Context: an optimization exercise on an open-source flow, tuned for small area and a short achievable clock period. The choices shown serve that exercise and are no tape-out recipe.
Only simulation tests tie the RTL to the original design; equivalence was not proved.

## flow/design.v (module list and top-level ports; edited modules follow where they fit)
// module fm_mult: 9 lines
// module conv2d: 5424 lines
// module fa3: 4 lines
module conv2d#(
    parameter   CONV_WIDTH      = 'd8 ,
    parameter   CONV_HEIGHT     = 'd8 
)(
    input clk   ,
    input rst_n ,
    input                matrix_vsync ,
    input                matrix_href  ,
    input        [6:0]   matrix_h_cnt       ,
    input        [6:0]   matrix_v_cnt       ,
    input signed [15:0]   conv_bias   ,
    input        [143:0]  fm_data     ,
    input        [143:0]  conv_weight ,
    output reg        [6:0]  conv_h_cnt ,
    output reg        [6:0]  conv_v_cnt ,
    output reg               conv_href  ,
    output reg               conv_vsync ,
    output  signed [31:0] conv_result
);
  // ...
==> flow/flow/run.sh <==
#!/bin/bash
# The standard layout (standard.sh: standard synthesis, floorplan, place, CTS, route,
# finish), except that the port buffers that buffer_ports inserts are
# sky130_fd_sc_hd__buf_2 instead of the delay buffer it picks by default.
# The full make output goes to standard.log here; ORFS's per-step logs stay in orfs/logs/.
set -uo pipefail
export BUFFER_PORTS_ARGS="-buffer_cell sky130_fd_sc_hd__buf_2"
bash standard.sh > standard.log 2>&1
==> flow/standard.sh <==
#!/bin/bash
# synth_recipe.tcl (not shown) runs the flow's synth.tcl, then flattens the netlist and writes it again
# the make line also repeats each setting of config.mk as NAME=value (left out here)
make -C /OpenROAD-flow-scripts/flow DESIGN_CONFIG=/design/flow/config.mk WORK_HOME=/design/flow/orfs CLKGATE_MAP_FILE= SYNTH_SCRIPT=/design/flow/synth_recipe.tcl "${@:-finish}"
==> flow/config.mk <==
export PLATFORM = sky130hd
export DESIGN_NAME = conv2d
export DESIGN_NICKNAME = conv2d
export VERILOG_FILES = /design/flow/design.v
export SDC_FILE = /design/flow/constraint.sdc
export NUM_CORES = 4
export LEC_CHECK = 0
export CAP_MARGIN = 20
export CORE_MARGIN = 2
export CORE_UTILIZATION = 55
export SETUP_SLACK_MARGIN = 4.8
export SLEW_MARGIN = 20
export SYNTH_HIERARCHICAL = 1
==> flow/constraint.sdc <==
create_clock -name core_clock -period 10.0 [get_ports {clk}]
set_input_delay 2.0000 -clock core_clock [delete_from_list [all_inputs] [get_ports {clk}]]
set_output_delay 2.0000 -clock core_clock [all_outputs]
set_load 0.01 [all_outputs]
==> flow_metrics.py, run 1 <==
metrics = {
    "status": {
        "outcome": "no timing/DRC/antenna violations",
    },
    "routing": {
        "wl_mm": 288.6,
        "wl_met1_mm": 105.1,
        "firstDrtPassIters": 10,
        "wl_met2_mm": 123.0,
        "wl_per_cell_um": 37.96,
        "vias": 49840,
        "route.met3.wl_mm": 36.53,
    },
    "grt": {
        "grt_pass1_vias": 49590,
        "use_met1": 0.5983,
        "grt.busiest_layer": "met2",
    },
    "timing": {
        "hold_viol_final": 0,
        "drv_slew": 0,
        "worst_slack_ns": 4.573,
        "fin_hold_ws_ns": 0.3470,
    },
    "synthesis": {
        "seq_area_frac_synth": 0.2308,
        "synth.largest_area_cell": "fa_1",
        "muxShareOfSynthArea": 0.001546,
    },
    "cells_and_area": {
        "multi_input_area_sq_um": 48460,
        "seq_share": 0.2111,
        "nFillCells": 9820,
        "seq_cells": 732,
        "final_core_util": 0.6072,
        "mostFrequentLayoutCell": "fa_1",
    },
    "die": {
        "fp.dieH_um": 349.3,
        "start_util": 0.5553,
        "ios": 370,
    },
    "placement": {
        "place_area_sq_um": 68360,
        "gp_congestion": 1.058,
    },
    "cts": {
        "cts_buffer_depth": 3,
    },
    "worst_setup_path": {
        "cp.depth": 10,
        "critPathKind": "reg2out",
        "critPathBufInv": 2,
    },
}
==> run 2: changes to the inputs <==
--- a/flow/config.mk
+++ b/flow/config.mk
@@ -8,6 +8,6 @@
 export CAP_MARGIN = 20
 export CORE_MARGIN = 2
 export CORE_UTILIZATION = 55
-export SETUP_SLACK_MARGIN = 4.8
+export SETUP_SLACK_MARGIN = 5.0
 export SLEW_MARGIN = 20
 export SYNTH_HIERARCHICAL = 1
==> run 2 against run 1 <==
Against the previous run:
- still clean
- synthesized cell count unchanged
- utilization increased by 0.37 points
- final area is 0.61% higher
- worst setup slack improved by 0.039 ns
- sequential share of layout area is 0.13 points lower
- global-route usage fell by 0.68 points
- maximum frequency rose by 0.72%
- register-to-register slack got worse by 0.22 ns
- critical endpoint unchanged
==> flow_metrics.py, run 2 <==
metrics = {
    "timing": {
        "setup_tns_ns": 0,
        "rsz0062_at_grt": "yes",
        "hold_viol_final": 0,
        "fmax_mhz": 185.6,
        "period_minus_slack_ns": 5.389,
        "setup_violations": 0,
        "tightest_slew_ns": 1.266,
        "slew_headroom": 0.1468,
        "skew_ns": 0.02669,
        "drv_slew": 0,
        "period_share": 0.5389,
    },
    "routing": {
        "vias": 49900,
        "drt_first_iter_violations": 6708,
        "top_layer": "met5",
        "wl_per_cell_um": 37.39,
        "drc_errors": 0,
        "wl_met1_mm": 104.6,
        "via_per_inst": 6.556,
        "firstDrtPassIters": 6,
        "ant_nets": 0,
        "wl_mm": 284.6,
        "wl_met2_mm": 122.0,
        "route.met3.wl_mm": 36.32,
    },
    "synthesis": {
        "yosysMostFrequentCell": "fa_1",
        "synthSimpleGateAreaFrac": 0.05837,
        "netlist_top_cells_count": "fa_1, xnor2_1, o22ai_1",
        "async_flop_share": 0.1311,
        "synth.avg_cell_area_sq_um": 11.16,
        "yosysTopAreaCellShare": 0.3792,
        "synth_edf_count": 0,
        "muxShareOfSynthArea": 0.001546,
        "synth_cell_types": 51,
        "seq_area_frac_synth": 0.2308,
        "yosys_register_bits": 732,
        "synth.largest_area_cell": "fa_1",
        "ys_warn_count": 7,
        "synth_fa_ha_area_frac": 0.4033,
        "synth_flop_cell": "dfxtp_1",
        "synth_top_family_by_area": "adder cells",
        "synth-compound-area-share": 0.1275,
        "synth-xor-area-share": 0.1412,
        "syn_inst": 5875,
        "synth_top_cells_by_area": "fa_1, dfxtp_1, xnor2_1",
        "synth_area_sq_um": 65570,
    },
    "cts": {
        "htree_num_levels": 3,
        "clock_tree.root_cell": "clkbuf_16",
        "clk_latency_ns": 0.72,
        "numCtsBuffers": 82,
        "path_clk_slew_ns": 0.06,
        "cts_tree": "built",
        "cts.sinks": 732,
        "cts_buffer_depth": 3,
    },
    "die": {
        "ios": 370,
        "start_util": 0.5553,
        "fp.dieH_um": 349.3,
        "core_sq_um": 118100,
        "dieWidth_um": 349.3,
        "die-area_sq_um": 122000,
        "rows": 126,
    },
    "placement": {
        "dp_hpwl_mm": 244.1,
        "gp_congestion": 1.101,
        "place_area_sq_um": 68410,
        "numPortBuffers": 369,
    },
    "worst_setup_path": {
        "start_kind": "register",
        "crit_path_start": "res_c[10]",
        "cp.depth": 9,
        "cpPeakStageDelay_ns": 0.48,
        "reg2reg_from": "cs_c26_5",
        "critPathKind": "reg2out",
        "critPathTopFamily": "compound AO/OA/AOI/OAI gates",
        "critPathBufInv": 1,
        "cp_slowest_cell": "a2111oi_4",
        "cp-end-kind": "output pin",
        "crit_path_frequent_cell": "a2111oi_4",
        "crit_chain": "ha_4, nand2_4, a2111oi_4, o21ai_4, a2111oi_4, o21bai_4, a21oi_4, xnor2_2, buf_2",
        "cp.arrival_ns": 3.39,
        "r2r_cells": 11,
        "required_ns": 8.00,
        "critical_path.max_fanout": 2,
    },
    "hold_path": {
        "min_from": "conv_h_cnt_r[0]",
        "whs_path_depth": 0,
        "hp-class": "reg2reg",
    },
    "cells_and_area": {
        "stdcell_area_sq_um": 72140,
        "finalNetCount": 7691,
        "layout-drive-gt1-share": 0.1284,
        "syn_to_final_growth_pct": 10.02,
        "layout_common_cells": "fa_1, xnor2_1, o22ai_1",
        "mostFrequentLayoutCell": "fa_1",
        "reg.largest.list": "res_c (32), res_s (32)",
    },
    "grt": {
        "antenna_found_initial": 22,
        "grt_pass1_vias": 49270,
        "grt_pass1_wl_mm": 387.7,
        "grt_overflow": 0,
        "grt_max_degree": 68,
        "track_usage": 0.4700,
    },
    "status": {
        "outcome": "no timing/DRC/antenna violations",
    },
    "job": {
        "maxCapViolCount": 0,
    },
}
run 2: cell counts after synthesis:
Identical to the previous run, type by type.
run 2: what timing repair did:
item	CTS	global route
hold buffers	0	0
buffers inserted	15	11
pin swaps	29	17
gates resized for setup	66	14
endpoints found under the setup margin	23	23
run 2: kinds of logic after synthesis:
group,after synthesis
compound gates,1365
xor+xnor,1057
fa+ha+maj,1368
buf+inv,601
flops,732
mux,9
other cells,1
simple gates,742
run 2: path summary, 6_finish.rpt:
check	to	slack, ns
max in group asynchronous	conv_h_cnt[3]	7.58
min in group asynchronous	res_c[28]	1.25
setup / recovery	conv_result[31]	4.61
setup reg to reg	res_c[31]	5.02
hold reg to reg	conv_h_cnt[0]	0.35
hold / removal	conv_h_cnt[0]	0.35
run 2: worst reg2reg max path: stages, from the launching register on:
cell and delay, ns:
dfxtp_1 0.41, fa_1 0.68, fa_1 0.54, fa_1 0.48, fa_1 0.42, fa_1 0.44, fa_1 0.49, fa_1 0.39
xnor2_1 0.30, xnor2_1 0.14, xnor2_1 0.15, xnor2_1 0.40
run 2: metrics by stage:
step	setup slack, ns	cells	utilization	hold slack [ns]
3_5_place_dp	4.189	7427	0.5793	0.3355
5_1_grt	4.551	7604	0.6108	0.3524
6_report	4.611	7611	0.6109	0.3458
3_3_place_gp	4.241	7427	0.5793	0.3327
4_1_cts	4.648	7593	0.6089	0.3487
2_1_floorplan	5.005	5876	-	0.3312
run 2: layer usage:
metal,vias to the layer above,GRT usage
li1,20300,-
met1,25700,0.5965
met2,3270,0.6927
met3,624,0.1651
met4,14,0.2826
met5,-,0
run 2: final cells by class:
cell class,count,area (sq um)
sequential,732,15130
antenna,7,17.52
clock inverter,47,730.7
tap,1536,1922
multi-input combinational,4543,48650
inverter,137,514.2
fill,9744,45950
timing repair buffer,505,2885
clock buffer,104,2277
run 2: Yosys stat by module (local to each module, per instance):
module  cell area [sq um]  cells  flip-flops and latches
conv2d              40720   4634                     732
fa3                 20.02      1                       0

static timing again, ports no longer ideal:
The flow's constraints put no driver on any port. The routed layouts listed below were extracted and timed again, unchanged, in two steps.
Step 1 (the two cells are an assumption about what drives the block):
set clk [get_ports {clk}]
set_driving_cell -lib_cell sky130_fd_sc_hd__clkbuf_16 $clk
set_driving_cell -lib_cell sky130_fd_sc_hd__buf_2 [delete_from_list [all_inputs] $clk]
Step 2, shift: input delay + t, output delay - t, t = (earliest + latest rising clock arrival at the registers) / 2. This alone moves slack from input paths to output paths.
a / b / c = ideal / step 1 / step 2; a / b = the first two.
run	t, ns	slack for setup (ns)	worst data-port slew with drivers (ns)
run 1	0.754	4.573 / 4.487 / 4.339	0.10
run 2	0.791	4.611 / 4.525 / 4.400	0.08
After both steps setup and hold are still met in every run listed. For run 1, which loses most, drivers alone change the setup slack by -0.086 ns; drivers and shift together by -0.234 ns.
